Source: an optimization exercise on an open RTL-to-GDS flow (aim: small area). Production flows keep margins and buffers that such runs may drop. The RTL was checked by simulation tests, not by an equivalence proof against the original design. Power figures rest on the tool's default switching activity, not on a simulated workload.

// Main
module Main(clk, vga_h_sync, vga_v_sync, vga_R, vga_G, vga_B, right, left, reset, start);
  input clk;
  wire clk;
  output vga_h_sync;
  wire vga_h_sync;
  output vga_v_sync;
  wire vga_v_sync;
  output vga_R;
  reg vga_R;
  output vga_G;
  reg vga_G;
  output vga_B;
  reg vga_B;
  input right;
  wire right;
  input left;
  wire left;
  input reset;
  wire reset;
  input start;
  wire start;
  wire _0000_;
  wire _0001_;
  wire _0002_;
  wire _0003_;
  wire _0004_;
  wire _0005_;
  wire _0006_;
  wire _0007_;
  wire _0008_;
  wire _0009_;
  wire _0010_;
  wire _0011_;
  wire _0012_;
  wire _0013_;
  wire _0014_;
  wire _0015_;
  wire _0016_;
  wire _0017_;
  wire _0018_;
  wire _0019_;
  wire _0020_;
  wire _0021_;
  wire _0022_;
  wire _0023_;
  wire _0024_;
  wire _0025_;
  wire _0026_;
  wire _0027_;
  wire _0028_;
  wire _0029_;
  wire _0030_;
  wire _0031_;
  wire _0032_;
  wire _0033_;
  wire _0034_;
  wire _0035_;
  wire _0036_;
  wire _0037_;
  wire _0038_;
  wire _0039_;
  wire _0040_;
  wire _0041_;
  wire _0042_;
  wire _0043_;
  wire _0044_;
  wire _0045_;
  wire _0046_;
  wire _0047_;
  wire _0048_;
  wire _0049_;
  wire _0050_;
  wire _0051_;
  wire _0052_;
  wire _0053_;
  wire _0054_;
  wire _0055_;
  wire _0056_;
  wire _0057_;
  wire _0058_;
  wire _0059_;
  wire _0060_;
  wire _0061_;
  wire _0062_;
  wire _0063_;
  wire _0064_;
  ...
Size in the first run: about 1,200 cells after synthesis, about 74 flip-flops, roughly 10 I/O pins.
make LEC_CHECK=0 ABC_AREA=1 CAP_MARGIN=20 CORE_MARGIN=2 CORE_UTILIZATION=40 PLACE_DENSITY=0.6 SLEW_MARGIN=20 finish   # period 10.0 ns
run.sh (not shown) runs the stock make flow with config.mk's settings and CLKGATE_MAP_FILE= SYNTH_SCRIPT=/design/flow/synth_recipe.tcl, a recipe that flattens the netlist after the stock synthesis.
Then changed:
==> flow/flow/run.sh (new file) <==
#!/bin/bash
# Layout flow: the standard flow (standard.sh), except that the synthesis
# maps the logic with ABC's area-oriented mapper (flow/abc_map.script) in place
# of ORFS's abc_area.script; everything else, registers included, is as in the
# standard synthesis.
set -euo pipefail
HERE=$(pwd)
{
  cat <<EOT
proc abc {args} {
  set i [lsearch -exact \$args -script]
  if {\$i >= 0} { lset args [expr {\$i + 1}] $HERE/flow/abc_map.script }
  yosys abc {*}\$args
}
EOT
  cat synth_recipe.tcl
} > my_synth.tcl
bash standard.sh SYNTH_SCRIPT=$HERE/my_synth.tcl synth > synth.log 2>&1
bash standard.sh > layout.log 2>&1
==> flow/flow/abc_map.script (new file) <==
strash
dch
amap
topo
==> flow/standard.sh (new file) <==
#!/bin/bash
# synth_recipe.tcl (not shown) runs the flow's synth.tcl, then flattens the netlist and writes it again
# the make line also repeats each setting of config.mk as NAME=value (left out here)
make -C /OpenROAD-flow-scripts/flow DESIGN_CONFIG=/design/flow/config.mk WORK_HOME=/design/flow/orfs CLKGATE_MAP_FILE= SYNTH_SCRIPT=/design/flow/synth_recipe.tcl "${@:-finish}"
removed: flow/run.sh
=> The new run finished with timing, DRC and antenna clean; global-route usage rose by 0.91 points; synthesized area goes down by 12%; utilization went up by 1.2 points; fmax came out lower by 26%; total power stays flat; wire length falls by about 11%; cell area drops by 9.6%; clock power rises by about 4%.

---

the previous run:
Main, a different RTL version from the one above (not shown whole).
Size: ~910 cells after synthesis, roughly 74 flip-flops, roughly 10 I/O pins, about 5700 um2 of cells after synthesis.
Settings: LEC_CHECK=0, ABC_AREA=1, CAP_MARGIN=20, CORE_MARGIN=2, CORE_UTILIZATION=40, PLACE_DENSITY=0.6, SLEW_MARGIN=20; clock period 10.0 ns.
standard.sh (not shown) runs the stock make flow with config.mk's settings and CLKGATE_MAP_FILE= SYNTH_SCRIPT=/design/flow/synth_recipe.tcl, a recipe that flattens the netlist after the stock synthesis.
==> flow/flow/run.sh <==
#!/bin/bash
# Layout flow: the standard flow (standard.sh) with these changes:
#  - synthesis: the logic is mapped with ABC's area-oriented mapper
#    (flow/abc_map.script) in place of ORFS's abc_area.script, and Yosys's
#    extract_fa (full/half adder extraction) is skipped; registers are made
#    exactly as in the standard synthesis;
#  - the port buffers are the smallest buffer;
#  - the clock tree is built from small clock buffers without dummy loads.
set -euo pipefail
HERE=$(pwd)
{
  cat <<EOT
proc abc {args} {
  set i [lsearch -exact \$args -script]
  if {\$i >= 0} { lset args [expr {\$i + 1}] $HERE/flow/abc_map.script }
  yosys abc {*}\$args
}
proc extract_fa {args} { puts "extract_fa skipped" }
EOT
  cat synth_recipe.tcl
} > my_synth.tcl
bash standard.sh SYNTH_SCRIPT=$HERE/my_synth.tcl synth > synth.log 2>&1
bash standard.sh MATCH_CELL_FOOTPRINT=0 "BUFFER_PORTS_ARGS=-buffer_cell sky130_fd_sc_hd__buf_1" \
  "CTS_ARGS=-sink_clustering_enable -repair_clock_nets -buf_list sky130_fd_sc_hd__clkbuf_8 -root_buf sky130_fd_sc_hd__clkbuf_8 -dont_use_dummy_load" \
  finish > layout.log 2>&1
==> flow/flow/abc_map.script <==
strash
dc2
dch
amap
topo
#### Input delta (the current run over the previous run)
--- a/flow/flow/run.sh
+++ b/flow/flow/run.sh
@@ -23 +23 @@
-bash standard.sh MATCH_CELL_FOOTPRINT=0 "BUFFER_PORTS_ARGS=-buffer_cell sky130_fd_sc_hd__buf_1" \
+bash standard.sh "BUFFER_PORTS_ARGS=-buffer_cell sky130_fd_sc_hd__buf_1" \
Results
- The current run: PASS, flow complete, no timing, DRC or antenna violations
- Share of total power in combinational logic of the current run is on par with the previous run.
- Diff the previous run..the current run | hold violation count in the final report | negligible
- Area after synthesis across the current run and the previous run: no real change.
- Taking the previous run as the reference, in the current run critical path depth about even, hold slack shows no meaningful change, met1 layer usage reported by global route comparable, final design instance area without fill held steady.
- | H-tree depth reported by CTS | the previous run vs the current run | ≈ equal |
- Hold buffer count at cts: the previous run vs the current run identical

-- what the ideal ports hide --
The results above use ideal ports. As a check the final layouts listed here were re-extracted and re-timed, cells and wires unchanged. Step 1, drivers: a clkbuf_16 drives clk and a buf_2 each remaining input, both assumed. Step 2 also shifts input and output timing later by t, the mid clock arrival at the registers, as if the neighbouring blocks saw the same clock. Three values: ideal ports, drivers, drivers and shift; two values: the first two.
run | t (ns) | setup slack, ns | hold slack, ns | worst register clock-pin slew, ns | worst slew at a driven data input, ns
the first run of note 1 | 0.395 | 5.742 / 5.742 / 5.742 | 0.456 / 0.456 / 0.456 | 0.07 / 0.07 | 0.03
the second run of note 1 | 0.388 | 4.233 / 4.233 / 4.233 | 0.466 / 0.466 / 0.466 | 0.06 / 0.06 | 0.03
the previous run | 0.407 | 4.244 / 4.244 / 4.244 | 0.449 / 0.449 / 0.449 | 0.08 / 0.08 | 0.03
the current run | 0.407 | 4.244 / 4.244 / 4.244 | 0.449 / 0.449 / 0.449 | 0.08 / 0.08 | 0.03
After both steps every run listed still meets setup and hold.
